What follows belongs to an exercise in optimizing a design on an open flow for small area; a production flow would make more cautious choices.
In this exercise RTL edits were held to simulation tests only and were not proved equivalent to the original.
Power figures rest on the tool's default switching activity, not on a simulated workload.

==> flow/design.v <==
`timescale 1ns / 1ps
module keypad_scan(
    input clk,
    input rst,
    input [3:0] col,           
    output [3:0] row,          
    output reg [3:0] key_code,
    output key_pulse
);
    reg [1:0] rowi;
    reg [6:0] cnt;
    reg [11:0] deb;
    reg held;
    localparam SCAN_LAST = 7'd32;       
    localparam DEB_PULSE = 12'd1257;    
    assign row = ~(4'b0001 << rowi);
    wire none = (col == 4'b1111);
    wire idle = (deb == 12'd0) && !held;
    assign key_pulse = (deb == DEB_PULSE) && !held;
    reg [1:0] c;
    reg one;
    always @(*) begin
        one = 1'b1;
        case (col)
            4'b1110: c = 2'd0;
            4'b1101: c = 2'd1;
            4'b1011: c = 2'd2;
            4'b0111: c = 2'd3;
            default: begin c = 2'd1; one = 1'b0; end
        endcase
    end
    always @(posedge clk or posedge rst) begin
        if (rst) begin
            rowi <= 2'd0;
            cnt <= 7'd0;
            deb <= 12'd0;
            held <= 1'b0;
        end else begin
            if (idle) begin
                if (cnt == SCAN_LAST) begin
                    cnt <= 7'd0;
                    rowi <= rowi + 2'd1;
                end else
                    cnt <= {cnt[5:0], ~(cnt[6] ^ cnt[5])};
            end
            if (none) begin
                deb <= 12'd0;
                held <= 1'b0;
            end else begin
                deb <= {deb[10:0], ~(deb[11] ^ deb[10] ^ deb[9] ^ deb[3])};
                if (key_pulse)
                    held <= 1'b1;
            end
        end
    end
    always @(posedge clk)
        if (idle && !none)
            key_code <= {one ? rowi : 2'd3, c};
endmodule
`timescale 1ns / 1ps
module digilock(
    input clk,
    input rst,
    input key_pulse,
    input [3:0] key_code,
    output reg led0,
    output reg [2:0] wrong_leds
);
    localparam L0   = 3'd0,
               L1   = 3'd1,
               L2   = 3'd2,
               OUT  = 3'd3,
               UNL  = 3'd4,
               OLD  = 3'd5,
               NEW  = 3'd6,
               CONF = 3'd7;
    localparam LOCKOUT_TIME = 19'd375_000;
    localparam BLINK_HALF   = 17'd62_500;
    reg [2:0] state;
    reg [2:0] dcnt;           
    reg match;                
    reg [15:0] stored;        
    reg dflt;                 
    reg [15:0] newp;          
    reg [18:0] tmr;           
    wire is_clear   = (key_code == 4'd3);
    wire is_confirm = (key_code == 4'd7);
    wire is_digit   = !(key_code == 4'd3 || key_code == 4'd7 || key_code == 4'd11 ||
                        key_code == 4'd12 || key_code == 4'd14 || key_code == 4'd15);
    wire locked = (state == L0 || state == L1 || state == L2);
    wire timing = (state == OUT || state == OLD || state == NEW || state == CONF);
    wire [15:0] code = dflt ? 16'h0124 : stored;
    reg [3:0] sdig;
    always @(*)
        case (dcnt[1:0])
            2'd0: sdig = code[15:12];
            2'd1: sdig = code[11:8];
            2'd2: sdig = code[7:4];
            default: sdig = code[3:0];
        endcase
    wire [3:0] want = (state == CONF) ? newp[15:12] : sdig;
    wire same = (key_code == want);
    wire take = key_pulse && is_digit && !dcnt[2] && state != UNL && state != OUT;
    wire full = dcnt[2];
    always @(posedge clk)
        if (timing)
            tmr <= tmr + 19'd1;
        else
            tmr <= 19'd0;
    wire blink = (tmr[16:0] < BLINK_HALF);
    wire lockout_end = ((tmr & LOCKOUT_TIME) == LOCKOUT_TIME);
    always @(posedge clk)
        if (key_pulse && is_confirm && state == CONF && full && match)
            stored <= newp;
    always @(posedge clk)
        if (take) begin
            match <= (dcnt == 3'd0 || match) && same;
            if (state == NEW || state == CONF)
                newp <= {newp[11:0], (state == NEW) ? key_code : newp[15:12]};
        end
    always @(posedge clk or posedge rst) begin
        if (rst) begin
            state <= L0;
            dcnt <= 3'd0;
            dflt <= 1'b1;
        end else if (take) begin
            dcnt <= dcnt + 3'd1;
        end else if (state == OUT) begin
            if (lockout_end)
                state <= L0;
        end else if (key_pulse) begin
            if (locked) begin
                if (is_clear)
                    dcnt <= 3'd0;
                else if (is_confirm && full) begin
                    if (match) begin
                        state <= UNL;
                        dcnt <= 3'd0;
                    end else if (state == L2) begin
                        state <= OUT;
                        dcnt <= 3'd0;
                    end else
                        state <= state + 3'd1;
                end
            end else if (state == UNL) begin
                if (is_confirm)
                    state <= L0;
                else if (is_clear)
                    state <= OLD;
            end else if (is_clear) begin
                state <= L0;
                dcnt <= 3'd0;
            end else if (is_confirm) begin
                if (state == NEW) begin
                    if (full) begin
                        state <= CONF;
                        dcnt <= 3'd0;
                    end
                end else if (full && match) begin
                    state <= (state == OLD) ? NEW : UNL;
                    dcnt <= 3'd0;
                    if (state == CONF)
                        dflt <= 1'b0;
                end else begin
                    state <= L0;
                    dcnt <= 3'd0;
                end
            end
        end
    end
    always @(*) begin
        led0 = 1'b0;
        wrong_leds = 3'b000;
        case (state)
            L1:   wrong_leds = 3'b001;
            L2:   wrong_leds = 3'b011;
            OUT:  wrong_leds = {3{blink}};
            UNL:  led0 = 1'b1;
            OLD, NEW, CONF: led0 = blink;
            default: ;
        endcase
    end
endmodule
`timescale 1ns / 1ps
module top(
    input clk,
    input rst,
    input [3:0] col,
    output [3:0] row,
    output led0,
    output [2:0] wrong_leds
);
    wire [3:0] key_code;
    wire key_pulse;
    keypad_scan U1 (
        .clk(clk),
        .rst(rst),
        .col(col),
        .row(row),
        .key_code(key_code),
        .key_pulse(key_pulse)
    );
    digilock U2 (
        .clk(clk),
        .rst(rst),
        .key_pulse(key_pulse),
        .key_code(key_code),
        .led0(led0),
        .wrong_leds(wrong_leds)
    );
endmodule
export LEC_CHECK = 0
export CAP_MARGIN = 20
export CORE_MARGIN = 2
export CORE_UTILIZATION = 40
export SLEW_MARGIN = 20
create_clock -name core_clock -period 10.0 [get_ports {clk}]
standard.sh (not shown) runs the stock make flow with config.mk's settings and CLKGATE_MAP_FILE= SYNTH_SCRIPT=/design/flow/synth_recipe.tcl, a recipe that flattens the netlist after the stock synthesis.
==> flow/flow/run.sh <==
#!/bin/bash
# Own layout flow: the standard synthesis, then the combinational logic
# between the registers is re-mapped by ABC with an area-oriented script
# (registers are kept as they are: same instances, names and cell types).
# The re-mapped netlist is checked against the standard one by a SAT proof
# with the registers cut; if the check fails, the standard netlist is kept.
# The rest is the standard layout (standard.sh).
set -euo pipefail
W=$(cd "$(dirname "$0")/.." && pwd)
F=$W/flow
cd "$W"
R=$W/orfs/results/$FLOW_PLATFORM/top/base
LIB=$FLOW_HOME/platforms/$FLOW_PLATFORM/lib/sky130_fd_sc_hd__tt_025C_1v80.lib
YOSYS=$(command -v yosys || echo "$FLOW_HOME/../tools/install/yosys/bin/yosys")

bash standard.sh synth > "$W/synth_standard.log" 2>&1
cp "$R/1_2_yosys.v" "$W/std_1_2_yosys.v"

# don't-use cells, as the platform lists them
DU=""
for c in $(sed -n '/DONT_USE_CELLS/,/^$/p' "$FLOW_HOME/platforms/$FLOW_PLATFORM/config.mk" | tr -d '\\' | tr ' ' '\n' | grep '^sky130'); do
  DU="$DU -dont_use $c"
done
FLOPS=$(grep -oE "sky130_fd_sc_hd__(df|edf|sdf|dl)[a-z0-9_]+" "$W/std_1_2_yosys.v" | sort -u | tr '\n' ' ')

cat > "$W/resynth.ys" <<EOY
read_liberty -ignore_miss_func $LIB
blackbox $FLOPS
read_verilog $W/std_1_2_yosys.v
hierarchy -top $FLOW_TOP
flatten
opt_clean -purge
opt -purge
abc -liberty $LIB $DU -script $F/area.abc
read_liberty -lib -overwrite $LIB
splitnets
opt_clean -purge
hilomap -singleton -hicell sky130_fd_sc_hd__conb_1 HI -locell sky130_fd_sc_hd__conb_1 LO
opt_clean -purge
check -assert -mapped
stat -liberty $LIB
write_verilog -noattr -nohex -nodec $W/resynth_1_2_yosys.v
EOY
ok=1
"$YOSYS" -s "$W/resynth.ys" > "$W/resynth.log" 2>&1 || ok=0

if [[ $ok == 1 ]]; then
  # equivalence: registers cut into ports, combinational SAT proof
  python3 "$F/cutff.py" "$W/std_1_2_yosys.v" "$W/eq_gold.v" gold > "$W/cutff.log" 2>&1 || ok=0
  python3 "$F/cutff.py" "$W/resynth_1_2_yosys.v" "$W/eq_gate.v" gate >> "$W/cutff.log" 2>&1 || ok=0
fi
if [[ $ok == 1 ]]; then
  "$YOSYS" -p "read_liberty -ignore_miss_func $LIB; read_verilog $W/eq_gold.v $W/eq_gate.v; hierarchy; flatten; opt_clean; miter -equiv -flatten -make_assert -ignore_gold_x gold gate miter; hierarchy -top miter; sat -verify -prove-asserts -set-init-zero" > "$W/equiv.log" 2>&1 || ok=0
fi
if [[ $ok == 1 ]]; then
  cp "$W/resynth_1_2_yosys.v" "$R/1_2_yosys.v"
  rm -f "$R/1_synth.odb" "$R/1_synth.sdc"
  echo "using the re-mapped netlist" > "$W/resynth_used.txt"
else
  echo "re-mapping failed or not proven; keeping the standard netlist" > "$W/resynth_used.txt"
fi

export BUFFER_PORTS_ARGS="-buffer_cell sky130_fd_sc_hd__buf_1"
export CTS_ARGS="-sink_clustering_enable -repair_clock_nets -dont_use_dummy_load"
bash standard.sh > "$W/layout_standard.log" 2>&1
Other scripts of this flow, unchanged in this note and not shown: flow/flow/area.abc, flow/flow/cutff.py
The first run went through all stages and came out clean.
==> next run, changes <==
--- a/flow/design.v
+++ b/flow/design.v
@@ -9,11 +9,11 @@
 );
     reg [1:0] rowi;
     reg [6:0] cnt;
     reg [11:0] deb;
     reg held;
-    localparam SCAN_LAST = 7'd32;       
+    localparam SCAN_LAST = 7'd96;       
     localparam DEB_PULSE = 12'd1257;    
     assign row = ~(4'b0001 << rowi);
     wire none = (col == 4'b1111);
     wire idle = (deb == 12'd0) && !held;
     assign key_pulse = (deb == DEB_PULSE) && !held;
@@ -35,15 +35,13 @@
             cnt <= 7'd0;
             deb <= 12'd0;
             held <= 1'b0;
         end else begin
             if (idle) begin
-                if (cnt == SCAN_LAST) begin
-                    cnt <= 7'd0;
+                cnt <= {~cnt[6], cnt[4:0], ~(cnt[5] ^ cnt[4])};
+                if (cnt == SCAN_LAST)
                     rowi <= rowi + 2'd1;
-                end else
-                    cnt <= {cnt[5:0], ~(cnt[6] ^ cnt[5])};
             end
             if (none) begin
                 deb <= 12'd0;
                 held <= 1'b0;
             end else begin
@@ -72,19 +70,21 @@
                OUT  = 3'd3,
                UNL  = 3'd4,
                OLD  = 3'd5,
                NEW  = 3'd6,
                CONF = 3'd7;
-    localparam LOCKOUT_TIME = 19'd375_000;
-    localparam BLINK_HALF   = 17'd62_500;
+    localparam [16:0] T_BLINK_OFF = 17'd76063;
+    localparam [16:0] T_LOCK_END  = 17'd64822;
     reg [2:0] state;
     reg [2:0] dcnt;           
     reg match;                
     reg [15:0] stored;        
     reg dflt;                 
     reg [15:0] newp;          
-    reg [18:0] tmr;           
+    reg [16:0] tlo;
+    reg [1:0] thi;
+    reg blink;
     wire is_clear   = (key_code == 4'd3);
     wire is_confirm = (key_code == 4'd7);
     wire is_digit   = !(key_code == 4'd3 || key_code == 4'd7 || key_code == 4'd11 ||
                         key_code == 4'd12 || key_code == 4'd14 || key_code == 4'd15);
     wire locked = (state == L0 || state == L1 || state == L2);
@@ -100,17 +100,19 @@
         endcase
     wire [3:0] want = (state == CONF) ? newp[15:12] : sdig;
     wire same = (key_code == want);
     wire take = key_pulse && is_digit && !dcnt[2] && state != UNL && state != OUT;
     wire full = dcnt[2];
-    always @(posedge clk)
-        if (timing)
-            tmr <= tmr + 19'd1;
-        else
-            tmr <= 19'd0;
-    wire blink = (tmr[16:0] < BLINK_HALF);
-    wire lockout_end = ((tmr & LOCKOUT_TIME) == LOCKOUT_TIME);
+    wire tlo_low0 = (tlo[15:0] == 16'd0);
+    wire tlo_wrap = tlo[16] && tlo_low0;      
+    wire lockout_end = thi[1] && (tlo == T_LOCK_END);
+    always @(posedge clk) begin
+        tlo <= {tlo[15:0], timing && (tlo[16] ^ tlo[13] ^ tlo_low0)};
+        thi[0] <= timing && (thi[0] || tlo_wrap);
+        thi[1] <= timing && (thi[1] || (thi[0] && tlo_wrap));
+        blink <= !timing || tlo_wrap || (blink && tlo != T_BLINK_OFF);
+    end
     always @(posedge clk)
         if (key_pulse && is_confirm && state == CONF && full && match)
             stored <= newp;
     always @(posedge clk)
         if (take) begin
Core utilization grows by 0.48 points.
Design area decreases by 4.5%.
Non-clock buffer count shrinks by 1.
Hold slack got worse by 0.093 ns.
First-iteration DRC count decreases by 8.9%.
Global-route usage shrinks by 0.35 points.
Combinational power came out lower by 9.2%.
Die area decreases by 3.8%.
Area after synthesis came out lower by 4.0%.
Routed wire length shrinks by 7.4%.
Via count falls by 7.8%.
Count of clock-buffer cells in the layout stays the same.
Sequential power came out lower by about 1%.
Clock skew barely changes.

[afterwards: timing with drivers on the ports]
Ports are ideal in the flow. The routed layouts listed here were re-timed in OpenROAD. Step 1 (the two cells are an assumption about what drives the block):
set clk [get_ports {clk}]
set_driving_cell -lib_cell sky130_fd_sc_hd__clkbuf_16 $clk
set_driving_cell -lib_cell sky130_fd_sc_hd__buf_2 [delete_from_list [all_inputs] $clk]
Step 2, shift: input delay + t, output delay - t, t = (earliest + latest rising clock arrival at the registers) / 2. This alone moves slack from input paths to output paths. Three values: ideal, step 1, step 2; two values: the first two.
| run | t, ns | slack for setup (ns) | worst register clock-pin slew, ns |
|---|---|---|---|
| the first run | 0.367 | 6.054 / 6.024 / 6.391 | 0.08 / 0.08 |
| the second run | 0.373 | 6.349 / 6.315 / 6.614 | 0.08 / 0.08 |
After both steps every run listed still meets setup and hold.
